This is an optimization exercise on Yosys and OpenROAD, whose aim is small area, a short achievable clock period and few clock cycles, not a production implementation. Function was checked by simulation only, so behaviour that the tests miss may differ from the original. Power and IR drop assume default switching activity.

`flow/config.mk`:
```
export PLATFORM = sky130hd
export DESIGN_NAME = control_top
export DESIGN_NICKNAME = control_top
export VERILOG_FILES = /design/flow/design.v
export SDC_FILE = /design/flow/constraint.sdc
export NUM_CORES = 8
export LEC_CHECK = 0
export CAP_MARGIN = 20
export CORE_MARGIN = 2
export CORE_UTILIZATION = 30
export PLACE_DENSITY = 0.5
export SLEW_MARGIN = 20
export SYNTH_HIERARCHICAL = 1
```
`flow/standard.sh`:
```
#!/bin/bash
# synth_recipe.tcl (not shown) runs the flow's synth.tcl, then flattens the netlist and writes it again
# the make line also repeats each setting of config.mk as NAME=value (left out here)
make -C /OpenROAD-flow-scripts/flow DESIGN_CONFIG=/design/flow/config.mk WORK_HOME=/design/flow/orfs CLKGATE_MAP_FILE= SYNTH_SCRIPT=/design/flow/synth_recipe.tcl "${@:-finish}"
```
`flow/design.v`:
```
module alu (
    input  logic [63:0] a,
    input  logic [63:0] b,
    input  logic        sub,
    input  logic        selSum,
    input  logic        selAnd,
    input  logic        selSlt,
    input  logic        selSh,
    input  logic        selLink,
    input  logic        shLeft,
    input  logic        shArith,
    input  logic        shZero,
    input  logic [4:0]  shamt,
    input  logic [31:0] link,
    input  logic [2:0]  f3,
    output logic [63:0] sum,
    output logic [63:0] res,
    output logic        taken
);
logic [63:0] shOut;
logic        lt, eq;
add64 add (.a(a), .b(b), .ci(sub), .s(sum));
cmp64 cmp (.a(a), .bn(b), .eq(eq), .lt(lt));
logic [63:0] x0, x1, x2, x3, x4, x5, xr;
logic        fill;
assign fill = shArith && !shLeft && a[63];
shrev   r0 (.a(a),  .sel(shLeft),   .y(x0));
shlvl #(.S(1))  l0 (.a(x0), .sel(shamt[0]), .fill(fill), .y(x1));
shlvl #(.S(2))  l1 (.a(x1), .sel(shamt[1]), .fill(fill), .y(x2));
shlvl #(.S(4))  l2 (.a(x2), .sel(shamt[2]), .fill(fill), .y(x3));
shlvl #(.S(8))  l3 (.a(x3), .sel(shamt[3]), .fill(fill), .y(x4));
shlvl #(.S(16)) l4 (.a(x4), .sel(shamt[4]), .fill(fill), .y(x5));
shrev   r1 (.a(x5), .sel(shLeft),   .y(xr));
assign shOut = xr & {64{!shZero}};
assign res = ({64{selSum}}  & sum)
           | ({64{selAnd}}  & (a & b))
           | ({64{selSlt}}  & {63'b0, lt})
           | ({64{selSh}}   & shOut)
           | ({64{selLink}} & {32'b0, link});
always_comb begin
    case (f3)
        3'b000:  taken = eq;
        3'b001:  taken = !eq;
        3'b100:  taken = lt;
        default: taken = !lt;    
    endcase
end
endmodule
module cmp64 (
    input  logic [63:0] a,
    input  logic [63:0] bn,
    output logic        eq,
    output logic        lt
);
logic [63:0] x, y;
logic [63:0] gt0, eq0;
logic [31:0] gt1, eq1;
logic [15:0] gt2, eq2;
logic [7:0]  gt3, eq3;
logic [3:0]  gt4, eq4;
logic [1:0]  gt5, eq5;
always_comb begin
    x = {~a[63], a[62:0]};
    y = {bn[63], ~bn[62:0]};
    for (int i = 0; i < 64; i++) begin
        gt0[i] = x[i] & ~y[i];
        eq0[i] = ~(x[i] ^ y[i]);
    end
    for (int i = 0; i < 32; i++) begin
        gt1[i] = gt0[2*i+1] | (eq0[2*i+1] & gt0[2*i]);
        eq1[i] = eq0[2*i+1] & eq0[2*i];
    end
    for (int i = 0; i < 16; i++) begin
        gt2[i] = gt1[2*i+1] | (eq1[2*i+1] & gt1[2*i]);
        eq2[i] = eq1[2*i+1] & eq1[2*i];
    end
    for (int i = 0; i < 8; i++) begin
        gt3[i] = gt2[2*i+1] | (eq2[2*i+1] & gt2[2*i]);
        eq3[i] = eq2[2*i+1] & eq2[2*i];
    end
    for (int i = 0; i < 4; i++) begin
        gt4[i] = gt3[2*i+1] | (eq3[2*i+1] & gt3[2*i]);
        eq4[i] = eq3[2*i+1] & eq3[2*i];
    end
    for (int i = 0; i < 2; i++) begin
        gt5[i] = gt4[2*i+1] | (eq4[2*i+1] & gt4[2*i]);
        eq5[i] = eq4[2*i+1] & eq4[2*i];
    end
    eq = eq5[1] & eq5[0];
    lt = ~(gt5[1] | (eq5[1] & gt5[0])) & ~eq;
end
endmodule
module add64 (
    input  logic [63:0] a,
    input  logic [63:0] b,
    input  logic        ci,
    output logic [63:0] s
);
logic [63:0] p, g, g1, p1, g2, p2, g4, p4, g8, p8, g16, p16, g32, p32;
assign p = a ^ b;
assign g = (a & b) | {63'b0, p[0] & ci};
kslvl #(.L(1))  l1 (.gi(g),   .pi(p),   .go(g1),  .po(p1));
kslvl #(.L(2))  l2 (.gi(g1),  .pi(p1),  .go(g2),  .po(p2));
kslvl #(.L(4))  l3 (.gi(g2),  .pi(p2),  .go(g4),  .po(p4));
kslvl #(.L(8))  l4 (.gi(g4),  .pi(p4),  .go(g8),  .po(p8));
kslvl #(.L(16)) l5 (.gi(g8),  .pi(p8),  .go(g16), .po(p16));
kslvl #(.L(32)) l6 (.gi(g16), .pi(p16), .go(g32), .po(p32));
assign s = p ^ {g32[62:0], ci};
endmodule
module kslvl #(
    parameter L = 1
)(
    input  logic [63:0] gi,
    input  logic [63:0] pi,
    output logic [63:0] go,
    output logic [63:0] po
);
always_comb
    for (int j = 0; j < 64; j++)
        if (j >= L) begin
            go[j] = gi[j] | (pi[j] & gi[j-L]);
            po[j] = pi[j] & pi[j-L];
        end else begin
            go[j] = gi[j];
            po[j] = pi[j];
        end
endmodule
module shrev (
    input  logic [63:0] a,
    input  logic        sel,
    output logic [63:0] y
);
always_comb
    for (int i = 0; i < 64; i++)
        y[i] = sel ? a[63-i] : a[i];
endmodule
module shlvl #(
    parameter S = 1
)(
    input  logic [63:0] a,
    input  logic        sel,
    input  logic        fill,
    output logic [63:0] y
);
assign y = sel ? {{S{fill}}, a[63:S]} : a;
endmodule
module wbsel (
    input  logic [63:0] mem,
    input  logic [63:0] res,
    input  logic        ld,
    input  logic [2:0]  f3,
    output logic [63:0] q
);
logic [63:0] ldata;
always_comb begin
    case (f3)
        3'b010:  ldata = {31'b0, mem[63], mem[31:0]};
        3'b001:  ldata = {47'b0, mem[63], mem[15:0]};
        3'b100:  ldata = {56'b0, mem[7:0]};
        default: ldata = mem;
    endcase
end
assign q = ld ? ldata : res;
endmodule
module ks16 (
    input  logic [15:0] a,
    input  logic [15:0] b,
    input  logic        ci,
    output logic [15:0] s,
    output logic        co
);
logic [15:0] p, g, pp, gg;
always_comb begin
    p = a ^ b;
    g = a & b;
    g[0] = g[0] | (p[0] & ci);
    pp = p;
    gg = g;
    for (int l = 1; l < 16; l = l * 2)
        for (int j = 15; j >= l; j--) begin
            gg[j] = gg[j] | (pp[j] & gg[j-l]);
            pp[j] = pp[j] & pp[j-l];
        end
end
assign s  = p ^ {gg[14:0], ci};
assign co = gg[15];
endmodule
module incdec16 (
    input  logic [15:0] a,
    output logic [15:0] inc,
    output logic [15:0] dec
);
assign inc = a + 16'd1;
assign dec = a - 16'd1;
endmodule
module inc4_32 (
    input  logic [31:0] a,
    output logic [31:0] s
);
assign s = a + 32'd4;
endmodule
module pcsel (
    input  logic        taken,
    input  logic        predE,
    input  logic        brE,
    input  logic        jE,
    input  logic        jalrE,
    input  logic        excE,
    input  logic [31:0] jalrTgt,
    input  logic [31:0] tgtE,
    input  logic [31:0] pcp4E,
    input  logic [31:0] pcRest,
    output logic [31:0] pcNext,
    output logic        redirE
);
logic [31:0] tgt;
assign tgt    = jalrE ? jalrTgt : excE ? 32'd254 : predE ? pcp4E : tgtE;
assign redirE = (brE && (taken != predE)) || (jE && !predE) || jalrE || excE;
assign pcNext = redirE ? tgt : pcRest;
endmodule
module regread (
    input  logic [31:1]       oh,
    input  logic [31:1]       valid,
    input  logic [64*31-1:0]  data,
    output logic [63:0]       qn        
);
logic [31:1] s;
always_comb
    for (int i = 1; i < 32; i++)
        s[i] = oh[i] && valid[i];
logic [63:0] t [0:10];
genvar k;
generate
    for (k = 0; k < 9; k++) begin : g3
        aoi222_64 g (
            .d0(data[64*(3*k)   +: 64]), .s0(s[3*k+1]),
            .d1(data[64*(3*k+1) +: 64]), .s1(s[3*k+2]),
            .d2(data[64*(3*k+2) +: 64]), .s2(s[3*k+3]),
            .y(t[k])
        );
    end
    for (k = 0; k < 2; k++) begin : g2
        aoi22_64 g (
            .d0(data[64*(27+2*k) +: 64]), .s0(s[28+2*k]),
            .d1(data[64*(28+2*k) +: 64]), .s1(s[29+2*k]),
            .y(t[9+k])
        );
    end
endgenerate
assign qn = ~(~(t[0] & t[1] & t[2] & t[3]) | ~(t[4] & t[5] & t[6] & t[7]) | ~(t[8] & t[9] & t[10]));
endmodule
module aoi222_64 (
    input  logic [63:0] d0, d1, d2,
    input  logic        s0, s1, s2,
    output logic [63:0] y
);
assign y = ~(({64{s0}} & d0) | ({64{s1}} & d1) | ({64{s2}} & d2));
endmodule
module aoi22_64 (
    input  logic [63:0] d0, d1,
    input  logic        s0, s1,
    output logic [63:0] y
);
assign y = ~(({64{s0}} & d0) | ({64{s1}} & d1));
endmodule
module tgtadd (
    input  logic [31:0] a,
    input  logic [19:0] off,
    output logic [31:0] s
);
logic [31:0] b, p, g, pp, gg;
always_comb begin
    b = {{12{off[19]}}, off};
    p = a ^ b;
    g = a & b;
    pp = p;
    gg = g;
    for (int l = 1; l < 32; l = l * 2)
        for (int j = 31; j >= l; j--) begin
            gg[j] = gg[j] | (pp[j] & gg[j-l]);
            pp[j] = pp[j] & pp[j-l];
        end
end
assign s = p ^ {gg[30:0], 1'b0};
endmodule
module opselA (
    input  logic [63:0] d0, d1, d2, d3n,
    input  logic        s0, s1, s2, s3,
    output logic [63:0] q
);
assign q = ({64{s0}} & d0) | ({64{s1}} & d1) | ({64{s2}} & d2) | ({64{s3}} & ~d3n);
endmodule
module opselB (
    input  logic [63:0] d0, d1, d2, d3n, d4,
    input  logic        s0, s1, s2, s3, s4,
    input  logic        inv,
    output logic [63:0] q
);
assign q = (({64{s0}} & d0) | ({64{s1}} & d1) | ({64{s2}} & d2) | ({64{s3}} & ~d3n) |
            ({64{s4}} & d4)) ^ {64{inv}};
endmodule
module control_top(
    output logic [15:0] imem_addr,
    input  logic [31:0] imem_rdata,
    output logic [15:0] dmem_addr,
    output logic [63:0] dmem_wdata,
    output logic dmem_we,
    input  logic [63:0] dmem_rdata,
    output logic halted,
    input logic clk,
    input logic reset
);
logic [31:0] pcF;
logic        vecF;           
logic [31:0] pcI;
logic        vI, vecI, btbI;
logic [31:0] IR, pcD, pcp4D;    
logic [31:1] oh1D, oh2D;     
logic        vD, btbD;
logic [63:0] opA, opB;       
logic [15:0] immE;           
logic [31:0] pcp4E;          
logic [19:0] offE;           
logic        allocE;         
logic        vE;             
logic [4:0]  rdE;            
logic        ldE, stE, brE, jE, jalrE, excE, brkE, predE;
logic [4:0]  rdEr;
logic        ldEr, stEr, brEr, jEr, allocEr, jalrEr, excEr, brkEr;
assign rdE    = vE ? rdEr : 5'd0;
assign ldE    = vE && ldEr;
assign stE    = vE && stEr;
assign brE    = vE && brEr;
assign jE     = vE && jEr;
assign allocE = vE && allocEr;
assign jalrE  = vE && jalrEr;
assign excE   = vE && excEr;
assign brkE   = brkEr;
logic [2:0]  f3E;
logic        subE, selSumE, selAndE, selSltE, selShE, selLinkE;
logic        shLeftE, shArithE, shZeroE;
logic [4:0]  shamtE;
logic [63:0] resM;
logic [15:0] addrM;
logic [4:0]  rdM;
logic        ldM, stM;
logic [2:0]  f3M;
logic [63:0] resW;
logic [4:0]  rdW;
logic [31:1] weW;            
logic        ldW;
logic [2:0]  f3W;
logic [63:0] rf [1:31];
logic [31:1] rfv;            
logic        haltR;
logic [63:0] finalW;
wbsel wbsel (.mem(dmem_rdata), .res(resW), .ld(ldW), .f3(f3W), .q(finalW));
always_ff @(posedge clk or posedge reset) begin
    if (reset)
        rfv <= '0;
    else
        rfv <= rfv | weW;
end
always_ff @(posedge clk) begin
    for (int i = 1; i < 32; i++)
        if (weW[i])
            rf[i] <= finalW;
end
logic [63:0] sum, resE;
logic        taken, redirE, excRedir;
alu alu (
    .a(opA), .b(opB), .sub(subE),
    .selSum(selSumE), .selAnd(selAndE), .selSlt(selSltE), .selSh(selShE), .selLink(selLinkE),
    .shLeft(shLeftE), .shArith(shArithE), .shZero(shZeroE), .shamt(shamtE),
    .link(pcp4E), .f3(f3E),
    .sum(sum), .res(resE), .taken(taken)
);
assign excRedir = excE;
tgtadd tgtadd (.a(pcp4E), .off(offE), .s(tgtE));
logic brkNow, killAll;
assign brkNow  = vE && brkE;
assign killAll = brkNow || haltR;
logic [6:0] opc;
logic [2:0] f3;
logic [4:0] rs1, rs2, rdD;
assign opc = IR[6:0];
assign f3  = IR[14:12];
assign rs1 = IR[19:15];
assign rs2 = IR[24:20];
assign rdD = IR[11:7];
logic isR, isI, isU, isL, isS, isBop, isJRop, isJ, isSys;
assign isR    = opc == 7'b0110011;
assign isI    = opc == 7'b0010011;
assign isU    = opc == 7'b0110111;
assign isL    = opc == 7'b0000011;
assign isS    = opc == 7'b0100011;
assign isBop  = opc == 7'b1100011;
assign isJRop = opc == 7'b1100111;
assign isJ    = opc == 7'b1101111;
assign isSys  = opc == 7'b1110011;
logic isJalr, bf3, isBr, isExc, isBrk, writes, useRs1, useRs2;
assign isJalr = isJRop && f3 == 3'b000;
assign bf3    = (f3 == 3'b001) || (f3 == 3'b100) || (f3 == 3'b101);
assign isBr   = (isBop && (f3 == 3'b000 || bf3)) || (isJRop && bf3);
assign isExc  = !(isR || isI || isU || isL || isS || isBop || isJRop || isJ || isSys);
assign isBrk  = IR == 32'h00100073;
assign writes = isR || isI || isU || isL || isJ || isJalr;
assign useRs1 = isR || isI || isL || isS || isBr || isJalr;
assign useRs2 = isR || isS || isBr;
logic [31:0] offB;
logic        brZero, jZero, predD;
assign offB = (f3 == 3'b000) ? {{20{IR[31]}}, IR[31:20]}
                             : {{20{IR[30]}}, IR[30:25], IR[11:8], 2'b00};
assign brZero = (f3 == 3'b000) ? (IR[31:20] == 12'd0) : ({IR[30:25], IR[11:8]} == 10'd0);
assign jZero  = ({IR[19:12], IR[20], IR[30:21]} == 19'd0);
logic brD, jD;   
assign brD   = isBr && !brZero;
assign jD    = isJ && !jZero;
assign predD = (brD && offB[31]) || jD;
logic subD;
assign subD = isBr || ((isR || isI) && f3 == 3'b010) || (isR && f3 == 3'b000 && IR[31:29] != 3'b000);
logic [63:0] immD;
always_comb begin
    if (isU)
        immD = {{32{IR[31]}}, IR[31:12], 12'b0};
    else if (isS)
        immD = {{52{IR[31]}}, IR[31:25], IR[11:7]};
    else if (isL && f3 == 3'b100)
        immD = {52'b0, IR[31:20]};
    else
        immD = {{52{IR[31]}}, IR[31:20]};
end
logic [63:0] rf1n, rf2n;      
logic [64*31-1:0] rfflat;
always_comb
    for (int i = 1; i < 32; i++)
        rfflat[64*(i-1) +: 64] = rf[i];
regread rd1 (.oh(oh1D), .valid(rfv), .data(rfflat), .qn(rf1n));
regread rd2 (.oh(oh2D), .valid(rfv), .data(rfflat), .qn(rf2n));
logic h1E, h1M, h1W, h2E, h2M, h2W;
assign h1E = rdE != 5'd0 && rs1 == rdE;
assign h1M = rdM != 5'd0 && rs1 == rdM;
assign h1W = rdW != 5'd0 && rs1 == rdW;
assign h2E = rdE != 5'd0 && rs2 == rdE;
assign h2M = rdM != 5'd0 && rs2 == rdM;
assign h2W = rdW != 5'd0 && rs2 == rdW;
logic [63:0] opAn, opBn;
logic        a0, a1, a2, a3, b0, b1, b2, b3, b4, useImm;
assign useImm = !(isR || isBr || isS);
assign a0 = !isU && h1E;
assign a1 = !isU && !h1E && h1M;
assign a2 = !isU && !h1E && !h1M && h1W;
assign a3 = !isU && !h1E && !h1M && !h1W;
assign b0 = !useImm && h2E;
assign b1 = !useImm && !h2E && h2M;
assign b2 = !useImm && !h2E && !h2M && h2W;
assign b3 = !useImm && !h2E && !h2M && !h2W;
assign b4 = useImm;
opselA osA (.d0(resE), .d1(resM), .d2(finalW), .d3n(rf1n), .s0(a0), .s1(a1), .s2(a2), .s3(a3),
            .q(opAn));
opselB osB (.d0(resE), .d1(resM), .d2(finalW), .d3n(rf2n), .d4(immD),
            .s0(b0), .s1(b1), .s2(b2), .s3(b3), .s4(b4), .inv(subD), .q(opBn));
logic stallD;
assign stallD = vD && ((useRs1 && ((h1E && ldE) || (h1M && ldM))) ||
                       (useRs2 && ((h2E && ldE) || (h2M && ldM))));
logic refetch, vecRedir;
assign refetch  = stallD;             
assign vecRedir = vI && vecI;
logic [31:0] btbTag, btbTgt, pcF4, tgtE;
logic        btbV, btbHit;
inc4_32 incF (.a(pcF), .s(pcF4));
assign btbHit = btbV && pcF == btbTag;
logic [31:0] pcRest, pcF_next;
always_comb begin
    if (vecRedir)      pcRest = imem_rdata;
    else if (refetch)  pcRest = pcD;
    else if (btbHit)   pcRest = btbTgt;
    else               pcRest = pcF4;
end
pcsel pcsel (
    .taken(taken), .predE(predE), .brE(brE), .jE(jE), .jalrE(jalrE), .excE(excE),
    .jalrTgt(sum[31:0]), .tgtE(tgtE), .pcp4E(pcp4E), .pcRest(pcRest),
    .pcNext(pcF_next), .redirE(redirE)
);
assign imem_addr = pcF[15:0];
always_ff @(posedge clk or posedge reset) begin
    if (reset) begin
        pcF  <= '0;
        vecF <= 1'b0;
        vI   <= 1'b0;
        vecI <= 1'b0;
        btbI <= 1'b0;
        vD   <= 1'b0;
        btbD <= 1'b0;
        btbV <= 1'b0;
        vE   <= 1'b0;
        haltR <= 1'b0;
    end else begin
        pcF  <= pcF_next;
        vecF <= excRedir;
        vI   <= !(redirE || refetch || vecRedir || killAll);
        vecI <= vecF;
        btbI <= btbHit;
        vD   <= vI && !vecI && !redirE && !refetch && !killAll;
        btbD <= btbI;
        if (allocE)
            btbV <= 1'b1;
        vE   <= vD && !stallD && !redirE && !killAll;
        if (brkNow)
            haltR <= 1'b1;
    end
end
always_ff @(posedge clk) begin
    if (allocE) begin
        btbTag <= pcp4E - 32'd4;
        btbTgt <= tgtE;
    end
    pcI   <= pcF;
    begin
        IR    <= imem_rdata;
        for (int i = 1; i < 32; i++) begin
            oh1D[i] <= imem_rdata[19:15] == 5'(i);
            oh2D[i] <= imem_rdata[24:20] == 5'(i);
        end
        pcD   <= pcI;
    end
end
logic goE;
assign goE = vD && !stallD;
always_ff @(posedge clk or posedge reset) begin
    if (reset) begin
        rdEr   <= '0;
        ldEr   <= 1'b0;
        stEr   <= 1'b0;
        brEr   <= 1'b0;
        jEr    <= 1'b0;
        allocEr <= 1'b0;
        jalrEr <= 1'b0;
        excEr  <= 1'b0;
        brkEr  <= 1'b0;
    end else begin
        rdEr   <= (goE && writes) ? rdD : 5'd0;
        ldEr   <= goE && isL;
        stEr   <= goE && isS;
        brEr   <= goE && brD;
        jEr    <= goE && jD;
        allocEr <= goE && predD && !btbD;
        jalrEr <= goE && isJalr;
        excEr  <= goE && isExc;
        brkEr  <= goE && isBrk;
    end
end
always_ff @(posedge clk) begin
    opA  <= opAn;
    opB  <= opBn;
    immE <= immD[15:0];
    pcp4E <= pcp4D;
end
inc4_32 incD (.a(pcD), .s(pcp4D));
always_ff @(posedge clk) begin
    offE <= isJ ? {IR[19:12], IR[20], IR[30:21], 1'b0} : {{8{offB[11]}}, offB[11:0]};
    predE <= btbD;
    f3E  <= f3;
    subE <= subD;
    selLinkE <= isJ || isJalr;
    selSltE  <= (isR || isI) && f3 == 3'b010;
    selAndE  <= isR && f3 == 3'b111;
    selShE   <= isI && (f3 == 3'b001 || f3 == 3'b101);
    selSumE  <= !(isJ || isJalr || ((isR || isI) && f3 == 3'b010) || (isR && f3 == 3'b111) ||
                  (isI && (f3 == 3'b001 || f3 == 3'b101)));
    shLeftE  <= f3 == 3'b001;
    shArithE <= IR[29:24] == 6'b010000;
    shZeroE  <= IR[25];
    shamtE   <= IR[24:20];
end
logic [63:0] stData;
always_comb begin
    case (f3E)
        3'b010:  stData = {32'b0, opB[31:0]};
        3'b001:  stData = {48'b0, opB[15:0]};
        3'b000:  stData = {56'b0, opB[7:0]};
        default: stData = opB;
    endcase
end
always_ff @(posedge clk or posedge reset) begin
    if (reset) begin
        rdM <= '0;
        ldM <= 1'b0;
        stM <= 1'b0;
        rdW <= '0;
        weW <= '0;
        ldW <= 1'b0;
    end else begin
        rdM <= rdE;
        ldM <= ldE;
        stM <= stE;
        rdW <= rdM;
        for (int i = 1; i < 32; i++)
            weW[i] <= rdM == 5'(i);
        ldW <= ldM;
    end
end
always_ff @(posedge clk) begin
    resM  <= stE ? stData : resE;
    addrM <= opA[15:0] + immE;
    f3M   <= f3E;
    resW  <= resM;
    f3W   <= f3M;
end
assign dmem_addr  = addrM;
assign dmem_wdata = resM;
assign dmem_we    = stM;
assign halted     = haltR;
endmodule
```
`flow/constraint.sdc`:
```
create_clock -name core_clock -period 10.0 [get_ports {clk}]
set_input_delay 2.0000 -clock core_clock [delete_from_list [all_inputs] [get_ports {clk}]]
set_output_delay 2.0000 -clock core_clock [all_outputs]
set_load 0.01 [all_outputs]
```
`flow/flow/run.sh`:
```
#!/bin/bash
# The standard layout (the standard.sh: ORFS synthesis to final layout) with
# two changes: repair_timing aims for 6.2 ns of setup slack instead of 0, so the
# resizer keeps working on paths well below the 10 ns clock period; and it may
# resize cells to other drive strengths before global routing too
# (MATCH_CELL_FOOTPRINT=0; the platform's default allows only same-footprint
# swaps there).
# Should the incremental reroute after the post-global-route repair stop on an
# overflowing gcell, global routing is redone without that repair.
# make's full output goes to the flow_*.log files in this folder; ORFS keeps
# each tool's own log under orfs/logs/.
set -uo pipefail
M="SETUP_SLACK_MARGIN=6.2 MATCH_CELL_FOOTPRINT=0"
bash standard.sh $M cts > flow_cts.log 2>&1 || exit 1
if ! bash standard.sh $M grt > flow_grt.log 2>&1; then
    bash standard.sh $M SKIP_INCREMENTAL_REPAIR=1 grt > flow_grt2.log 2>&1 || exit 1
fi
bash standard.sh $M finish > flow_finish.log 2>&1 || exit 1
```
==> impl_metrics.env, run 1 <==
export IMPL_utilization_pct=34.1
export IMPL_arrival_ns=5.56
export IMPL_crit_type="register to register"
export IMPL_start_kind="register"
export IMPL_cellPowerDensity_nw_per_um2=194
export IMPL_portBuffers=195
export IMPL_synth_area_sq_um=129000
export IMPL_placed_cell_area_sq_um=133000
export IMPL_cts_htree_levels=5
export IMPL_multi_input_area_sq_um=47600
export IMPL_pwr_share_seq_pct=47.8
export IMPL_rr_startpoint="shLeftE"
export IMPL_p_sw_share_pct=27.5
export IMPL_cts_root_buf="clkbuf_16"
export IMPL_fin_crit_sh_pct=47.7
export IMPL_die_w_um=659
export IMPL_p_comb_share_pct=14.1
export IMPL_hold_violations=0
export IMPL_rows=240
export IMPL_register_area_sq_um=75600
export IMPL_nets=9343
export IMPL_final_common_cell="edfxtp_1"
export IMPL_avgRoutedWirePerCell_um=40.2
export IMPL_firstDrtPassIters=17
export IMPL_cp_endpoint="opB[19]"
export IMPL_cts_tree="built"
export IMPL_grt_pass1_vias=94203
export IMPL_synth_nets=9200
export IMPL_drtAntennaViolNets=0
export IMPL_final_cell_mix="2048 x edfxtp_1, 1184 x a222oi_1, 457 x mux2_4"
export IMPL_tns_ns=0
export IMPL_cts_buffer_depth=4
export IMPL_fin_area_sq_um=146000
export IMPL_final_layout_size_suffix_gt1_share_pct=23.5
export IMPL_drc=0
export IMPL_vias=96642
export IMPL_grt_pass1_wl_um=800000
export IMPL_dieArea_sq_um=434000
export IMPL_crit_path_end_kind="register"
export IMPL_syn_avg_cell_area_sq_um=14.4
export IMPL_min_period_ns=4.77
export IMPL_area_growth_pct=13.3
export IMPL_gp_congestion=0.972
export IMPL_pwr_share_clk_pct=38.1
export IMPL_initial_core_util_pct=30.1
export IMPL_ir_worst_vdd_mv=0.160
export IMPL_clkLatencyLatePin_ns=0.98
export IMPL_hold_class="register to register"
export IMPL_grt_remaining_overflow=0
export IMPL_numClockSinks=2699
export IMPL_nFillCells=41235
export IMPL_r2r_slack_ns=5.23
export IMPL_reg2reg_to="opB[19]"
export IMPL_drv_slew=0
export IMPL_fin_hold_ws_ns=0.322
export IMPL_p_int_mw=20.5
export IMPL_setup_violations=0
export IMPL_p_leak_nw=53.5
export IMPL_netlist_instances=8923
export IMPL_path_clk_slew_ns=0.08
export IMPL_fin_skew_ns=0.0754
export IMPL_rsz0062_at_grt="yes"
export IMPL_grt_start_max_net_pins=130
export IMPL_path_max_fanout=8
export IMPL_cts_inserted_buffers=295
export IMPL_io_pins=196
export IMPL_max_clock_freq_mhz=209
export IMPL_viasPerCell=6.43
export IMPL_worst_slew_pin_slew_ns=1.24
export IMPL_required_ns=10.79
export IMPL_coreArea_sq_um=427000
export IMPL_hold_buffers=0
export IMPL_drv_cap=0
export IMPL_yosysWarnings=21
export IMPL_p_switching_mw=7.79
export IMPL_drt_iter0_markers=21318
export IMPL_worstRegToRegCells=15
export IMPL_antenna_found_initial=41
export IMPL_drt_total_wl_um=604000
export IMPL_die_h_um=659
export IMPL_crit_start="shLeftE"
export IMPL_hpwlAfterDp_um=385000
export IMPL_grt_use_total_pct=26.5
export IMPL_status="no timing/DRC/antenna violations"
export IMPL_slew_headroom_pct=17.1
## worst min path at each step
stage                     startpoint  endpoint  slack (ns)  cells past startpoint
final                        pcI[16]   pcD[16]        0.32                      0
after CTS                    pcI[20]   pcD[20]        0.32                      0
after global placement       pcI[30]   pcD[30]        0.31                      0
after floorplan               f3M[0]    f3W[0]        0.31                      0
after detailed placement     pcI[12]   pcD[12]        0.31                      0
after global routing         pcI[20]   pcD[20]        0.33                      0
## flip-flops by register name, indices dropped and copies added, names as in the netlist, 64 cells and up
register,count
opB,64
rf,1984
resW,64
opA,64
resM,64
## area by class of cell
cell class | count | share of cell area [%]
Sequential cell | 2699 | 51.8
Multi-Input combinational cell | 5412 | 32.6
Clock buffer | 392 | 5.60
Tap cell | 5687 | 4.88
Timing Repair Buffer | 617 | 4.11
Clock inverter | 139 | 0.785
Inverter | 41 | 0.111
Antenna cell | 34 | 0.0583
## power groups by stage
stage	Clock [mW]	Combinational, mW	Sequential (mW)
2_1_floorplan	0	2.35	13.4
3_3_place_gp	0	3.53	13.7
3_5_place_dp	0	3.58	13.8
4_1_cts	10.9	3.89	13.5
5_1_grt	11.3	4.21	13.6
6_report	10.8	3.98	13.5
## per-layer routing
layer | GRT usage [%] | share of wire [%] | wire length, um | vias up
met4 | 17.5 | 7.8 | 46800 | 14
met5 | 0 | 0.013 | 78 | -
li1 | - | - | - | 37696
met2 | 42.0 | 45 | 270000 | 7627
met3 | 6.70 | 12 | 69800 | 1895
met1 | 31.9 | 36 | 216000 | 49410
## repair_timing
action / 4_1_cts / 5_1_grt
gates resized for setup: 511 / 53
endpoints found under the setup margin: 326 / 210
buffers inserted: 112 / 20
cloned: 10 / 0
pin swaps: 271 / 149
## worst max-delay path: stages, from the launching register on
cell and delay, ns:
dfxtp_4 0.37, buf_12 0.15, buf_16 0.16, mux2_4 0.33
mux2_4 0.28, mux2_4 0.29, mux2_4 0.31, mux2_4 0.30
mux2_4 0.28, mux2_4 0.28, a222oi_1 1.00, nand2_1 0.12
buf_4 0.21, a22oi_2 0.16, o211ai_2 0.11, xor2_1 0.17
## through the flow
step           instances  power [mW]  worst slack (ns)
6_report           15021        28.3              5.23
5_1_grt            14988        29.1              5.36
3_3_place_gp       14313        17.3              4.61
3_5_place_dp       14314        17.3              4.57
2_1_floorplan       8923        15.7              6.25
4_1_cts            14967        28.3              5.44
Testbench counts, summed over its fixed seeds: cycles 36,338.
==> run 2: changes to the inputs <==
==> flow/flow/run.sh (replaced) <==
#!/bin/bash
# The standard layout (the standard.sh: ORFS synthesis to final layout) with
# two changes: repair_timing aims for 6.4 ns of setup slack instead of 0, so the
# resizer keeps working on paths well below the 10 ns clock period; and it may
# resize cells to other drive strengths before global routing too
# (MATCH_CELL_FOOTPRINT=0; the platform's default allows only same-footprint
# swaps there).
# Should the incremental reroute after the post-global-route repair stop on an
# overflowing gcell, global routing is redone without that repair.
# make's full output goes to the flow_*.log files in this folder; ORFS keeps
# each tool's own log under orfs/logs/.
set -uo pipefail
M="SETUP_SLACK_MARGIN=6.4 MATCH_CELL_FOOTPRINT=0"
bash standard.sh $M cts > flow_cts.log 2>&1 || exit 1
if ! bash standard.sh $M grt > flow_grt.log 2>&1; then
    bash standard.sh $M SKIP_INCREMENTAL_REPAIR=1 grt > flow_grt2.log 2>&1 || exit 1
fi
bash standard.sh $M finish > flow_finish.log 2>&1 || exit 1
==> impl_metrics.env, run 2 <==
export IMPL_worst_slew_pin_slew_ns=1.23
export IMPL_io_pins=196
export IMPL_fin_skew_ns=0.0789
export IMPL_yosysWarnings=21
export IMPL_tns_ns=0
export IMPL_coreArea_sq_um=427000
export IMPL_crit_top_cell="mux2_4"
export IMPL_p_leak_nw=53.2
export IMPL_netlist_instances=8923
export IMPL_fin_crit_sh_pct=45.6
export IMPL_final_layout_size_suffix_gt1_share_pct=24.6
export IMPL_hold_class="register to register"
export IMPL_die_w_um=659
export IMPL_ir_worst_vdd_mv=0.143
export IMPL_cellPowerDensity_nw_per_um2=196
export IMPL_setup_violations=0
export IMPL_utilization_pct=34.2
export IMPL_grt_start_max_net_pins=66
export IMPL_grt_pass1_vias=92914
export IMPL_required_ns=10.82
export IMPL_totalPowerFinal_mw=28.6
export IMPL_slowest_delay_ns=0.72
export IMPL_rsz0062_at_grt="yes"
export IMPL_viasPerCell=6.39
export IMPL_start_kind="register"
export IMPL_syn_avg_cell_area_sq_um=14.4
export IMPL_firstDrtPassIters=14
export IMPL_synth_nets=9200
export IMPL_cts_root_buf="clkbuf_16"
export IMPL_min_period_ns=4.56
export IMPL_crit_chain="buf_12 -> clkbuf_16 -> mux2_4 -> mux2_4 -> mux2_4 -> mux2_4 -> mux2_4 -> mux2_4 -> mux2_4 -> a222oi_1 -> nand2_1 -> buf_6 -> a22oi_2 -> nand3_1"
export IMPL_slowest_stage="a222oi_1"
export IMPL_area_growth_pct=13.5
export IMPL_cts_inserted_buffers=302
export IMPL_cts_buffer_depth=4
export IMPL_avgRoutedWirePerCell_um=40.3
export IMPL_vias=96206
export IMPL_status="complete, but fails checks"
export IMPL_clkLatencyLatePin_ns=0.99
export IMPL_path_clk_slew_ns=0.06
export IMPL_rows=240
export IMPL_synth_area_sq_um=129000
export IMPL_final_common_cell="edfxtp_1"
export IMPL_numClockSinks=2699
export IMPL_antenna_found_initial=46
export IMPL_hpwlAfterDp_um=380000
export IMPL_portBuffers=195
export IMPL_nFillCells=41342
export IMPL_grt_pass1_wl_um=800000
export IMPL_nets=9362
export IMPL_drtAntennaViolNets=1
export IMPL_final_cell_mix="2048 x edfxtp_1, 1184 x a222oi_1, 457 x mux2_4"
export IMPL_path_max_fanout=7
export IMPL_cts_tree="built"
export IMPL_slew_headroom_pct=17.7
export IMPL_top_register="rf"
export IMPL_die_h_um=659
export IMPL_cts_htree_levels=5
export IMPL_fin_hold_ws_ns=0.325
export IMPL_drt_total_wl_um=607000
export IMPL_crit_path_end_kind="register"
export IMPL_violatedChecks="antenna violations"
export IMPL_initial_core_util_pct=30.1
export IMPL_arrival_ns=5.38
export IMPL_drc=0
export IMPL_drv_slew=0
export IMPL_drt_iter0_markers=20029
export IMPL_hold_violations=0
export IMPL_max_clock_freq_mhz=219
export IMPL_dieArea_sq_um=434000
export IMPL_grt_use_total_pct=26.6
export IMPL_gp_congestion=0.984
export IMPL_largest_register_ffs=1984
export IMPL_grt_remaining_overflow=0
export IMPL_crit_type="register to register"
export IMPL_drv_cap=0
run 2: final timing paths:
kind,cells past startpoint,slack (ns),to,startpoint
setup / recovery,14,5.44,opA[17],shLeftE
hold / removal,0,0.33,pcD[30],pcI[30]
setup reg to reg,14,5.44,opA[17],shLeftE
hold reg to reg,0,0.33,pcD[30],pcI[30]
max in group asynchronous,4,6.75,weW[4],reset
min in group asynchronous,2,1.62,pcF[0],reset
run 2: per-stage QoR:
step           setup slack (ns)  instance area [sq um]  cells
3_3_place_gp               4.61                 133000  14310
4_1_cts                    5.59                 146000  14986
3_5_place_dp               4.65                 133000  14311
2_1_floorplan              6.40                 129000   8923
5_1_grt                    5.48                 146000  15026
6_report                   5.44                 146000  15058
run 2: layer usage:
layer,global-route usage (%),vias to the layer above,wire [um]
li1,-,37754,-
met1,31.8,49093,216000
met2,41.5,7584,270000
met3,7.15,1749,70600
met4,18.8,26,49900
met5,0.0332,-,175
run 2: worst max-delay path, delay by kind of cell, from the launching register on:
family	cells	cell delay (ns)
AO/OA/AOI/OAI	2	0.97
buffers and inverters	3	0.55
flip-flops	1	0.38
multiplexers	7	2.09
AND/OR/NAND/NOR	2	0.40
run 2: power by group:
part / internal (mW) / switching, mW / total, mW / leakage, nW
combinational: 1.63 / 2.42 / 4.05 / 24.0
clock: 6.17 / 4.88 / 11.1 / 4.70
sequential: 12.8 / 0.713 / 13.5 / 24.5
run 2: layout make-up:
cell class | count | area (sq um) | area share, %
Sequential cell | 2699 | 75600 | 51.7
Multi-Input combinational cell | 5413 | 47700 | 32.6
Clock buffer | 410 | 8300 | 5.68
Tap cell | 5687 | 7120 | 4.87
Timing Repair Buffer | 627 | 5880 | 4.02
Clock inverter | 136 | 1330 | 0.910
Inverter | 41 | 166 | 0.114
Antenna cell | 44 | 110 | 0.0753
Timing Repair inverter | 1 | 5.00 | 0.00342
run 2: repair_timing:
item / in CTS / in global routing
hold endpoints to repair: 0 / 0
cloned: 13 / 1
hold buffers: 0 / 0
resized for setup: 647 / 61
setup endpoints to repair: 357 / 240
pin swaps: 151 / 145
buffers inserted: 116 / 26
==> run 3: changes to the inputs <==
--- a/flow/design.v
+++ b/flow/design.v
@@ -12,39 +12,27 @@
     input  logic        shZero,
     input  logic [4:0]  shamt,
     input  logic [31:0] link,
-    input  logic [2:0]  f3,
     output logic [63:0] sum,
     output logic [63:0] res,
-    output logic        taken
+    output logic        eq,
+    output logic        lt
 );
 logic [63:0] shOut;
-logic        lt, eq;
 add64 add (.a(a), .b(b), .ci(sub), .s(sum));
 cmp64 cmp (.a(a), .bn(b), .eq(eq), .lt(lt));
-logic [63:0] x0, x1, x2, x3, x4, x5, xr;
+logic [63:0] x1, x3, x5, xr;
 logic        fill;
 assign fill = shArith && !shLeft && a[63];
-shrev   r0 (.a(a),  .sel(shLeft),   .y(x0));
-shlvl #(.S(1))  l0 (.a(x0), .sel(shamt[0]), .fill(fill), .y(x1));
-shlvl #(.S(2))  l1 (.a(x1), .sel(shamt[1]), .fill(fill), .y(x2));
-shlvl #(.S(4))  l2 (.a(x2), .sel(shamt[2]), .fill(fill), .y(x3));
-shlvl #(.S(8))  l3 (.a(x3), .sel(shamt[3]), .fill(fill), .y(x4));
-shlvl #(.S(16)) l4 (.a(x4), .sel(shamt[4]), .fill(fill), .y(x5));
-shrev   r1 (.a(x5), .sel(shLeft),   .y(xr));
+shfirst s0 (.a(a), .rev(shLeft), .sh(shamt[0]), .fill(fill), .y(x1));
+sh4 #(.S(2)) s1 (.a(x1), .sel(shamt[2:1]), .fill(fill), .y(x3));
+sh4 #(.S(8)) s2 (.a(x3), .sel(shamt[4:3]), .fill(fill), .y(x5));
+shrev r1 (.a(x5), .sel(shLeft), .y(xr));
 assign shOut = xr & {64{!shZero}};
 assign res = ({64{selSum}}  & sum)
            | ({64{selAnd}}  & (a & b))
            | ({64{selSlt}}  & {63'b0, lt})
            | ({64{selSh}}   & shOut)
            | ({64{selLink}} & {32'b0, link});
-always_comb begin
-    case (f3)
-        3'b000:  taken = eq;
-        3'b001:  taken = !eq;
-        3'b100:  taken = lt;
-        default: taken = !lt;    
-    endcase
-end
 endmodule
 module cmp64 (
     input  logic [63:0] a,
@@ -134,15 +122,40 @@
     for (int i = 0; i < 64; i++)
         y[i] = sel ? a[63-i] : a[i];
 endmodule
-module shlvl #(
-    parameter S = 1
+module shfirst (
+    input  logic [63:0] a,
+    input  logic        rev,
+    input  logic        sh,
+    input  logic        fill,
+    output logic [63:0] y
+);
+logic [63:0] ar;
+always_comb
+    for (int i = 0; i < 64; i++)
+        ar[i] = a[63-i];
+always_comb
+    case ({rev, sh})
+        2'b00:   y = a;
+        2'b01:   y = {fill, a[63:1]};
+        2'b10:   y = ar;
+        default: y = {fill, ar[63:1]};
+    endcase
+endmodule
+module sh4 #(
+    parameter S = 2
 )(
     input  logic [63:0] a,
-    input  logic        sel,
+    input  logic [1:0]  sel,
     input  logic        fill,
     output logic [63:0] y
 );
-assign y = sel ? {{S{fill}}, a[63:S]} : a;
+always_comb
+    case (sel)
+        2'd0:    y = a;
+        2'd1:    y = {{S{fill}}, a[63:S]};
+        2'd2:    y = {{2*S{fill}}, a[63:2*S]};
+        default: y = {{3*S{fill}}, a[63:3*S]};
+    endcase
 endmodule
 module wbsel (
     input  logic [63:0] mem,
@@ -199,23 +212,30 @@
 );
 assign s = a + 32'd4;
 endmodule
+module redir (
+    input  logic eq,
+    input  logic lt,
+    input  logic mEq,
+    input  logic mLt,
+    input  logic x,
+    input  logic early,
+    output logic redirE
+);
+assign redirE = early || (mEq && (eq != x)) || (mLt && (lt != x));
+endmodule
 module pcsel (
-    input  logic        taken,
+    input  logic        redirE,
     input  logic        predE,
-    input  logic        brE,
-    input  logic        jE,
     input  logic        jalrE,
     input  logic        excE,
     input  logic [31:0] jalrTgt,
     input  logic [31:0] tgtE,
     input  logic [31:0] pcp4E,
     input  logic [31:0] pcRest,
-    output logic [31:0] pcNext,
-    output logic        redirE
+    output logic [31:0] pcNext
 );
 logic [31:0] tgt;
 assign tgt    = jalrE ? jalrTgt : excE ? 32'd254 : predE ? pcp4E : tgtE;
-assign redirE = (brE && (taken != predE)) || (jE && !predE) || jalrE || excE;
 assign pcNext = redirE ? tgt : pcRest;
 endmodule
 module regread (
@@ -324,14 +344,13 @@
 logic        allocE;         
 logic        vE;             
 logic [4:0]  rdE;            
-logic        ldE, stE, brE, jE, jalrE, excE, brkE, predE;
+logic        ldE, stE, jalrE, excE, brkE, predE;
 logic [4:0]  rdEr;
-logic        ldEr, stEr, brEr, jEr, allocEr, jalrEr, excEr, brkEr;
+logic        ldEr, stEr, allocEr, jalrEr, excEr, brkEr;
+logic        mEqEr, mLtEr, earlyEr, xE;    
 assign rdE    = vE ? rdEr : 5'd0;
 assign ldE    = vE && ldEr;
 assign stE    = vE && stEr;
-assign brE    = vE && brEr;
-assign jE     = vE && jEr;
 assign allocE = vE && allocEr;
 assign jalrE  = vE && jalrEr;
 assign excE   = vE && excEr;
@@ -367,13 +386,13 @@
             rf[i] <= finalW;
 end
 logic [63:0] sum, resE;
-logic        taken, redirE, excRedir;
+logic        eqE, ltE, redirE, excRedir;
 alu alu (
     .a(opA), .b(opB), .sub(subE),
     .selSum(selSumE), .selAnd(selAndE), .selSlt(selSltE), .selSh(selShE), .selLink(selLinkE),
     .shLeft(shLeftE), .shArith(shArithE), .shZero(shZeroE), .shamt(shamtE),
-    .link(pcp4E), .f3(f3E),
-    .sum(sum), .res(resE), .taken(taken)
+    .link(pcp4E),
+    .sum(sum), .res(resE), .eq(eqE), .lt(ltE)
 );
 assign excRedir = excE;
 tgtadd tgtadd (.a(pcp4E), .off(offE), .s(tgtE));
@@ -477,10 +496,12 @@
     else if (btbHit)   pcRest = btbTgt;
     else               pcRest = pcF4;
 end
+redir redir (.eq(eqE), .lt(ltE), .mEq(vE && mEqEr), .mLt(vE && mLtEr), .x(xE),
+             .early(vE && earlyEr), .redirE(redirE));
 pcsel pcsel (
-    .taken(taken), .predE(predE), .brE(brE), .jE(jE), .jalrE(jalrE), .excE(excE),
+    .redirE(redirE), .predE(predE), .jalrE(jalrE), .excE(excE),
     .jalrTgt(sum[31:0]), .tgtE(tgtE), .pcp4E(pcp4E), .pcRest(pcRest),
-    .pcNext(pcF_next), .redirE(redirE)
+    .pcNext(pcF_next)
 );
 assign imem_addr = pcF[15:0];
 always_ff @(posedge clk or posedge reset) begin
@@ -532,22 +553,24 @@
         rdEr   <= '0;
         ldEr   <= 1'b0;
         stEr   <= 1'b0;
-        brEr   <= 1'b0;
-        jEr    <= 1'b0;
         allocEr <= 1'b0;
         jalrEr <= 1'b0;
         excEr  <= 1'b0;
         brkEr  <= 1'b0;
+        mEqEr  <= 1'b0;
+        mLtEr  <= 1'b0;
+        earlyEr <= 1'b0;
     end else begin
         rdEr   <= (goE && writes) ? rdD : 5'd0;
         ldEr   <= goE && isL;
         stEr   <= goE && isS;
-        brEr   <= goE && brD;
-        jEr    <= goE && jD;
         allocEr <= goE && predD && !btbD;
         jalrEr <= goE && isJalr;
         excEr  <= goE && isExc;
         brkEr  <= goE && isBrk;
+        mEqEr  <= goE && brD && !f3[2];
+        mLtEr  <= goE && brD && f3[2];
+        earlyEr <= goE && ((jD && !btbD) || isJalr || isExc);
     end
 end
 always_ff @(posedge clk) begin
@@ -560,6 +583,7 @@
 always_ff @(posedge clk) begin
     offE <= isJ ? {IR[19:12], IR[20], IR[30:21], 1'b0} : {{8{offB[11]}}, offB[11:0]};
     predE <= btbD;
+    xE    <= btbD ^ f3[0];
     f3E  <= f3;
     subE <= subD;
     selLinkE <= isJ || isJalr;
==> flow/flow/run.sh (replaced) <==
#!/bin/bash
# The standard layout (the standard.sh: ORFS synthesis to final layout) with
# two changes: repair_timing aims for 6.2 ns of setup slack instead of 0, so the
# resizer keeps working on paths well below the 10 ns clock period; and it may
# resize cells to other drive strengths before global routing too
# (MATCH_CELL_FOOTPRINT=0; the platform's default allows only same-footprint
# swaps there).
# Should the incremental reroute after the post-global-route repair stop on an
# overflowing gcell, global routing is redone without that repair.
# make's full output goes to the flow_*.log files in this folder; ORFS keeps
# each tool's own log under orfs/logs/.
set -uo pipefail
M="SETUP_SLACK_MARGIN=6.2 MATCH_CELL_FOOTPRINT=0"
bash standard.sh $M cts > flow_cts.log 2>&1 || exit 1
if ! bash standard.sh $M grt > flow_grt.log 2>&1; then
    bash standard.sh $M SKIP_INCREMENTAL_REPAIR=1 grt > flow_grt2.log 2>&1 || exit 1
fi
bash standard.sh $M finish > flow_finish.log 2>&1 || exit 1
--- a/flow/config.mk
+++ b/flow/config.mk
@@ -9,5 +9,5 @@
 export CORE_MARGIN = 2
 export CORE_UTILIZATION = 30
 export PLACE_DENSITY = 0.5
-export SLEW_MARGIN = 20
+export SLEW_MARGIN = 60
 export SYNTH_HIERARCHICAL = 1
==> impl_metrics.env, run 3 <==
export IMPL_grt_remaining_overflow=0
export IMPL_ir_worst_vdd_mv=0.177
export IMPL_synth_area_sq_um=127000
export IMPL_final_cells=14866
export IMPL_die_w_um=654
export IMPL_place_ws_ns=4.97
export IMPL_grt_pass1_wl_um=806000
export IMPL_grt_use_total_pct=27.1
export IMPL_placed_cells=14141
export IMPL_setup_violations=0
export IMPL_slowest_stage="mux4_2"
export IMPL_nFillCells=40152
export IMPL_p_sw_share_pct=26.3
export IMPL_antenna_found_initial=41
export IMPL_slowest_delay_ns=0.62
export IMPL_viasPerCell=6.52
export IMPL_hold_violations=0
export IMPL_cts_tree="built"
export IMPL_largest_register_ffs=1984
export IMPL_rows=238
export IMPL_io_pins=196
export IMPL_fin_hold_ws_ns=0.325
export IMPL_area_growth_pct=16.7
export IMPL_pwr_share_seq_pct=47.9
export IMPL_critPathBufInv=4
export IMPL_crit_family="multiplexers"
export IMPL_cts_buffer_depth=4
export IMPL_netlist_instances=8712
export IMPL_clkLatencyLatePin_ns=0.96
export IMPL_grt_pass1_vias=92845
export IMPL_drv_cap=0
export IMPL_cts_inserted_buffers=299
export IMPL_drv_slew=0
export IMPL_drtAntennaViolNets=0
export IMPL_hold_buffers=0
export IMPL_start_kind="register"
export IMPL_pwr_share_clk_pct=41.1
export IMPL_cellPowerDensity_nw_per_um2=186
export IMPL_status="no timing/DRC/antenna violations"
export IMPL_die_h_um=654
export IMPL_placed_cell_area_sq_um=135000
export IMPL_rsz0062_at_grt="yes"
export IMPL_crit_type="register to register"
export IMPL_max_clock_freq_mhz=251
export IMPL_final_layout_size_suffix_gt1_share_pct=23.0
export IMPL_p_int_mw=20.3
export IMPL_drt_iter0_markers=21368
export IMPL_top_register="rf"
export IMPL_yosysWarnings=23
export IMPL_crit_top_cell="buf_16"
export IMPL_fin_crit_sh_pct=39.8
export IMPL_numClockSinks=2701
export IMPL_final_cell_mix="2048 x edfxtp_1, 1153 x a222oi_1, 368 x dfxtp_1"
export IMPL_grt_start_max_net_pins=66
export IMPL_synth_nets=8989
export IMPL_path_clk_slew_ns=0.07
export IMPL_crit_path_end_kind="register"
export IMPL_portBuffers=195
export IMPL_syn_avg_cell_area_sq_um=14.6
export IMPL_tns_ns=0
export IMPL_crit_chain="buf_16 -> buf_16 -> buf_16 -> buf_16 -> mux4_2 -> mux4_2 -> mux4_2 -> mux2_4 -> a211o_1 -> a22oi_2 -> o211ai_2 -> xor2_1"
export IMPL_p_leak_nw=53.7
export IMPL_hpwlAfterDp_um=402000
export IMPL_slew_headroom_pct=53.7
export IMPL_firstDrtPassIters=12
export IMPL_worst_slew_pin_slew_ns=0.692
export IMPL_dieArea_sq_um=428000
export IMPL_cts_htree_levels=5
export IMPL_hold_class="register to register"
export IMPL_setup_ws_ns=6.02
export IMPL_path_max_fanout=5
export IMPL_p_switching_mw=7.25
export IMPL_drc=0
export IMPL_totalPowerFinal_mw=27.5
export IMPL_vias=96911
export IMPL_fin_area_sq_um=148000
export IMPL_initial_core_util_pct=30.2
export IMPL_avgRoutedWirePerCell_um=40.8
export IMPL_required_ns=10.81
export IMPL_fin_skew_ns=0.0667
export IMPL_utilization_pct=35.2
export IMPL_min_period_ns=3.98
export IMPL_gp_congestion=0.990
export IMPL_coreArea_sq_um=421000
export IMPL_cts_root_buf="clkbuf_16"
export IMPL_arrival_ns=4.79
export IMPL_p_comb_share_pct=11.0
export IMPL_drt_total_wl_um=606000
export IMPL_nets=9237
export IMPL_final_common_cell="edfxtp_1"
-- run 3: worst paths after layout --
kind | start | endpoint | slack [ns] | depth (start not counted)
setup / recovery | shLeftE | opB[20] | 6.02 | 12
hold / removal | pcI[8] | pcD[8] | 0.33 | 0
setup reg to reg | shLeftE | opB[20] | 6.02 | 12
hold reg to reg | pcI[8] | pcD[8] | 0.33 | 0
max in group asynchronous | reset | weW[3] | 7.73 | 5
min in group asynchronous | reset | stM | 1.35 | 2
-- run 3: layout make-up --
class	instances	area [sq um]	area share, %
diodes	30	75.1	0.0507
well taps	5640	7060	4.77
repair buffers	716	8670	5.85
multi-input cells	5170	46400	31.3
inverters	72	280	0.189
flip-flops and latches	2701	75700	51.1
clock inverters	137	1440	0.975
clock buffers	400	8400	5.67
-- run 3: metal layers --
metal / wire [um] / up-vias / share of wire [%] / GRT usage [%]
li1: - / 37488 / - / -
met1: 218000 / 49834 / 36 / 32.9
met2: 275000 / 7823 / 45 / 42.9
met3: 69800 / 1754 / 12 / 7.07
met4: 43600 / 12 / 7.2 / 16.7
met5: 85 / - / 0.014 / 0.0453
-- run 3: power by group through the flow --
stage / registers, mW / logic, mW / clock network (mW)
after floorplan: 13.1 / 1.78 / 0
after global placement: 13.4 / 2.66 / 0
after detailed placement: 13.5 / 2.72 / 0
after CTS: 13.2 / 2.91 / 11.4
after global routing: 13.2 / 3.22 / 11.8
final: 13.2 / 3.03 / 11.3
-- run 3: what timing repair did --
action,4_1_cts,5_1_grt
setup buffers,89,34
pin swaps,205,125
setup endpoints to repair,325,177
cloned,9,2
resized for setup,326,161
Testbench counts of run 3, summed over its fixed seeds: cycles 36,338.
==> run 4: changes to the inputs <==
--- a/flow/config.mk
+++ b/flow/config.mk
@@ -9,5 +9,5 @@
 export CORE_MARGIN = 2
 export CORE_UTILIZATION = 30
 export PLACE_DENSITY = 0.5
-export SLEW_MARGIN = 60
+export SLEW_MARGIN = 40
 export SYNTH_HIERARCHICAL = 1
==> impl_metrics.env, run 4 <==
export IMPL_status="no timing/DRC/antenna violations"
export IMPL_reg2reg_to="opB[43]"
export IMPL_final_cells=14747
export IMPL_slew_headroom_pct=32.3
export IMPL_rsz0062_at_grt="yes"
export IMPL_arrival_ns=4.77
export IMPL_crit_type="register to register"
export IMPL_crit_family="simple AND/OR/NAND/NOR gates"
export IMPL_netlist_instances=8712
export IMPL_busiest_layer="met2"
export IMPL_syn_avg_cell_area_sq_um=14.6
export IMPL_start_kind="register"
export IMPL_path_max_fanout=4
export IMPL_die_w_um=654
export IMPL_fin_skew_ns=0.0518
export IMPL_grt_start_max_net_pins=66
export IMPL_totalPowerFinal_mw=27.5
export IMPL_worst_slew_pin_slew_ns=1.01
export IMPL_drt_total_wl_um=608000
export IMPL_clkLatencyLatePin_ns=0.97
export IMPL_place_ws_ns=4.82
export IMPL_grt_pass1_wl_um=805000
export IMPL_min_to="pcD[0]"
export IMPL_utilization_pct=34.4
export IMPL_cellPowerDensity_nw_per_um2=190
export IMPL_holdPathStages=0
export IMPL_vias=96518
export IMPL_grt_remaining_overflow=0
export IMPL_critPathBufInv=0
export IMPL_required_ns=10.87
export IMPL_p_leak_nw=52.3
export IMPL_hpwlAfterDp_um=392000
export IMPL_viasPerCell=6.54
export IMPL_cts_inserted_buffers=295
export IMPL_synth_area_sq_um=127000
export IMPL_avgRoutedWirePerCell_um=41.2
export IMPL_cts_tree="built"
export IMPL_drv_slew=0
export IMPL_drv_cap=0
export IMPL_yosysWarnings=23
export IMPL_coreArea_sq_um=421000
export IMPL_grt_pass1_vias=92655
export IMPL_final_layout_size_suffix_gt1_share_pct=21.2
export IMPL_antenna_found_initial=42
export IMPL_setup_violations=0
export IMPL_fin_hold_ws_ns=0.324
export IMPL_worstHoldStart="pcI[0]"
export IMPL_cts_root_buf="clkbuf_16"
export IMPL_hold_class="register to register"
export IMPL_die_h_um=654
export IMPL_slowest_stage="xor2_1"
export IMPL_top_register="rf"
export IMPL_setup_ws_ns=6.09
export IMPL_drc=0
export IMPL_hold_violations=0
export IMPL_numClockSinks=2701
export IMPL_nets=9113
export IMPL_synth_nets=8989
export IMPL_firstDrtPassIters=14
export IMPL_slowest_delay_ns=0.68
export IMPL_io_pins=196
export IMPL_cts_htree_levels=5
export IMPL_rows=238
export IMPL_drt_iter0_markers=21154
export IMPL_dieArea_sq_um=428000
export IMPL_area_growth_pct=14.0
export IMPL_cts_buffer_depth=4
export IMPL_tns_ns=0
export IMPL_use_met2_pct=42.8
export IMPL_final_common_cell="edfxtp_1"
export IMPL_rr_startpoint="opB[23]"
export IMPL_crit_top_cell="and2_1"
export IMPL_use_met3_pct=7.14
export IMPL_worstRegToRegCells=12
export IMPL_min_period_ns=3.91
export IMPL_fin_crit_sh_pct=39.1
export IMPL_placed_cell_area_sq_um=132000
export IMPL_placed_cells=14064
export IMPL_path_clk_slew_ns=0.06
export IMPL_drtAntennaViolNets=0
export IMPL_largest_register_ffs=1984
export IMPL_portBuffers=195
export IMPL_crit_path_end_kind="register"
export IMPL_grt_use_total_pct=27.1
export IMPL_final_cell_mix="2048 x edfxtp_1, 1153 x a222oi_1, 386 x dfxtp_1"
export IMPL_fin_area_sq_um=145000
export IMPL_ir_worst_vdd_mv=0.175
export IMPL_gp_congestion=0.990
export IMPL_crit_chain="ha_1 -> and2_1 -> and2_1 -> and2_1 -> and2_1 -> and2_1 -> a21o_1 -> xor2_1 -> a221o_1 -> a22oi_2 -> o211ai_2 -> xor2_1"
export IMPL_r2r_slack_ns=6.09
export IMPL_initial_core_util_pct=30.2
export IMPL_max_clock_freq_mhz=256
export IMPL_grt_use_met1_pct=33.2
## run 4: worst max-delay path by stage
stage	slack, ns	end	depth (start not counted)	startpoint
3_5_place_dp	4.82	pcF[1]	13	opA[63]
2_1_floorplan	6.28	opB[32]	5	dmem_rdata[32]
6_report	6.09	opB[43]	12	opB[23]
4_1_cts	6.16	opB[12]	12	shLeftE
5_1_grt	6.11	opB[43]	11	shLeftE
3_3_place_gp	4.75	pcF[1]	13	opA[63]
## run 4: worst reg2reg max path: cells and delay by family (launching register included)
kind	cells	cell delay [ns]
simple gates	5	1.10
compound gates	4	0.86
fa+ha+maj	1	0.61
xor+xnor	2	0.83
flops	1	0.44
## run 4: layout make-up
cell class                      count  area, sq um
Antenna cell                       29         72.6
Clock buffer                      381         8130
Clock inverter                    158         1630
Fill cell                       40464       276000
Inverter                           72          278
Multi-Input combinational cell   5171        45900
Sequential cell                  2701        75700
Tap cell                         5640         7060
Timing Repair Buffer              595         5960
## run 4: power breakdown
group | internal, mW | switching [mW] | total [mW] | leakage, nW
sequential | 12.6 | 0.637 | 13.2 | 24.5
combinational | 1.17 | 1.83 | 3.00 | 23.0
clock | 6.48 | 4.81 | 11.3 | 4.76
## run 4: layer usage
layer / part of all wire [%] / vias up / routed length, um
met1: 36 / 49762 / 220000
met4: 7.2 / 30 / 43700
li1: - / 37245 / -
met2: 45 / 7730 / 273000
met3: 12 / 1751 / 71400
met5: 0.037 / - / 225
## run 4: timing repair
item | CTS | global route
hold buffers | 0 | 0
cloned | 8 | 5
endpoints found under the setup margin | 325 | 108
resized for setup | 311 | 130
setup buffers | 62 | 33
pin swaps | 57 | 101
==> run 5: changes to the inputs <==
--- a/flow/config.mk
+++ b/flow/config.mk
@@ -8,6 +8,6 @@
 export CAP_MARGIN = 20
 export CORE_MARGIN = 2
 export CORE_UTILIZATION = 30
-export PLACE_DENSITY = 0.5
+export PLACE_DENSITY = 0.65
 export SLEW_MARGIN = 40
 export SYNTH_HIERARCHICAL = 1
==> impl_metrics.env, run 5 <==
export IMPL_status="no timing/DRC/antenna violations"
export IMPL_clkLatencyLatePin_ns=0.98
export IMPL_yosysWarnings=23
export IMPL_coreArea_sq_um=421000
export IMPL_hold_class="register to register"
export IMPL_syn_avg_cell_area_sq_um=14.6
export IMPL_max_clock_freq_mhz=257
export IMPL_crit_path_end_kind="register"
export IMPL_grt_use_total_pct=24.5
export IMPL_numClockSinks=2701
export IMPL_final_common_cell="edfxtp_1"
export IMPL_tns_ns=0
export IMPL_start_kind="register"
export IMPL_slowest_delay_ns=0.64
export IMPL_area_growth_pct=12.9
export IMPL_placed_cells=14034
export IMPL_crit_chain="ha_1 -> a21o_1 -> a21o_1 -> a21o_1 -> a21o_1 -> a21o_1 -> a21o_1 -> xor2_1 -> a221o_1 -> a22oi_1 -> o211ai_1 -> xor2_1"
export IMPL_die_h_um=654
export IMPL_drtAntennaViolNets=0
export IMPL_hold_buffers=0
export IMPL_hold_violations=0
export IMPL_grt_pass1_wl_um=739000
export IMPL_totalPowerFinal_mw=26.8
export IMPL_grt_remaining_overflow=0
export IMPL_holdPathStages=0
export IMPL_synth_area_sq_um=127000
export IMPL_crit_family="compound AO/OA/AOI/OAI gates"
export IMPL_drv_slew=0
export IMPL_final_layout_size_suffix_gt1_share_pct=19.3
export IMPL_cts_buffer_depth=4
export IMPL_drt_total_wl_um=555000
export IMPL_setup_violations=0
export IMPL_initial_core_util_pct=30.2
export IMPL_drv_cap=0
export IMPL_fin_skew_ns=0.0956
export IMPL_required_ns=10.79
export IMPL_critPathBufInv=0
export IMPL_slowest_stage="dfxtp_1"
export IMPL_rsz0062_at_grt="yes"
export IMPL_worstRegToRegCells=12
export IMPL_arrival_ns=4.67
export IMPL_worst_slew_pin_slew_ns=1.07
export IMPL_portBuffers=195
export IMPL_placed_cell_area_sq_um=132000
export IMPL_path_clk_slew_ns=0.06
export IMPL_io_pins=196
export IMPL_cellPowerDensity_nw_per_um2=187
export IMPL_firstDrtPassIters=17
export IMPL_cp_depth=12
export IMPL_crit_type="register to register"
export IMPL_top_register="rf"
export IMPL_ir_worst_vdd_mv=0.158
export IMPL_largest_register_ffs=1984
export IMPL_path_max_fanout=4
export IMPL_final_cells=14669
export IMPL_crit_top_cell="a21o_1"
export IMPL_final_cell_mix="2048 x edfxtp_1, 1153 x a222oi_1, 429 x dfxtp_1"
export IMPL_slew_headroom_pct=29.0
export IMPL_gp_congestion=1.09
export IMPL_vias=97684
export IMPL_cts_inserted_buffers=294
export IMPL_dieArea_sq_um=428000
export IMPL_hpwlAfterDp_um=347000
export IMPL_cts_htree_levels=5
export IMPL_nFillCells=40473
export IMPL_drt_iter0_markers=25649
export IMPL_fin_area_sq_um=143000
export IMPL_nets=9041
export IMPL_grt_start_max_net_pins=66
export IMPL_grt_pass1_vias=91995
export IMPL_netlist_instances=8712
export IMPL_min_period_ns=3.88
export IMPL_synth_nets=8989
export IMPL_die_w_um=654
export IMPL_antenna_found_initial=41
export IMPL_rows=238
export IMPL_drc=0
export IMPL_avgRoutedWirePerCell_um=37.9
export IMPL_cts_tree="built"
export IMPL_fin_crit_sh_pct=38.8
export IMPL_viasPerCell=6.66
export IMPL_p_leak_nw=51.7
export IMPL_cts_root_buf="clkbuf_16"
[run 5: power by group]
| part | switching (mW) | leakage [nW] | internal (mW) |
|---|---|---|---|
| logic | 1.71 | 22.6 | 1.13 |
| clock network | 4.72 | 4.63 | 6.13 |
| registers | 0.557 | 24.5 | 12.6 |
[run 5: final cells by class]
type	instances	area, sq um	area share [%]
Antenna cell	33	82.6	0.0576
Clock buffer	387	8060	5.62
Clock inverter	141	1370	0.956
Inverter	72	289	0.202
Multi-Input combinational cell	5171	45400	31.7
Sequential cell	2701	75600	52.8
Tap cell	5640	7060	4.93
Timing Repair Buffer	524	5420	3.79
[run 5: path summary, 6_finish.rpt]
check,start,endpoint,slack (ns)
setup / recovery,opB[4],opB[63],6.12
hold / removal,pcI[14],pcD[14],0.33
setup reg to reg,opB[4],opB[63],6.12
hold reg to reg,pcI[14],pcD[14],0.33
max in group asynchronous,reset,weW[1],7.52
min in group asynchronous,reset,btbV,1.41
[run 5: timing repair]
action,in CTS,in global routing
setup endpoints to repair,318,126
pin swaps,9,32
gates resized for setup,269,42
cloned,6,6
buffers inserted,29,24
[run 5: metrics by stage]
step / setup slack [ns] / util (%) / hold WS, ns
detailed placement: 4.86 / 31.4 / 0.313
finish: 6.12 / 34.0 / 0.325
CTS: 6.20 / 33.8 / 0.326
global route: 6.15 / 34.0 / 0.329
global placement: 4.81 / 31.3 / 0.310
floorplan: 6.28 / - / 0.310
[run 5: per-layer routing]
metal | part of all wire (%) | track usage [%]
met2 | 41 | 35.5
met5 | 0.042 | 0.306
met3 | 18 | 11.7
met4 | 8.2 | 16.0
met1 | 33 | 28.9

static timing again, ports no longer ideal:
How much do the figures lean on ideal ports? The routed layouts below were timed once more, with nothing changed but the port constraints. Step 1, drivers: a clkbuf_16 drives clk and a buf_2 each remaining input, both assumed. Step 2 also shifts input and output timing later by t, the mid clock arrival at the registers, as if the neighbouring blocks saw the same clock. Three values: no drivers, after step 1, after step 2; two values: the first two.
run	t (ns)	setup slack, ns	clock arrival spread, ns	worst register clock-pin slew, ns	worst data-port slew with drivers (ns)
run 1	1.054	5.225 / 5.225 / 5.225	0.076 / 0.076	0.08 / 0.08	0.06
run 2	1.058	5.435 / 5.435 / 5.116	0.079 / 0.079	0.07 / 0.07	0.07
run 3	1.043	6.017 / 6.017 / 5.845	0.072 / 0.072	0.07 / 0.07	0.08
run 4	1.049	6.092 / 6.092 / 5.775	0.071 / 0.070	0.09 / 0.09	0.08
run 5	1.038	6.115 / 6.115 / 5.870	0.100 / 0.100	0.07 / 0.07	0.11
For run 2, which loses most, drivers alone change the setup slack by 0.000 ns; drivers and shift together by -0.319 ns.
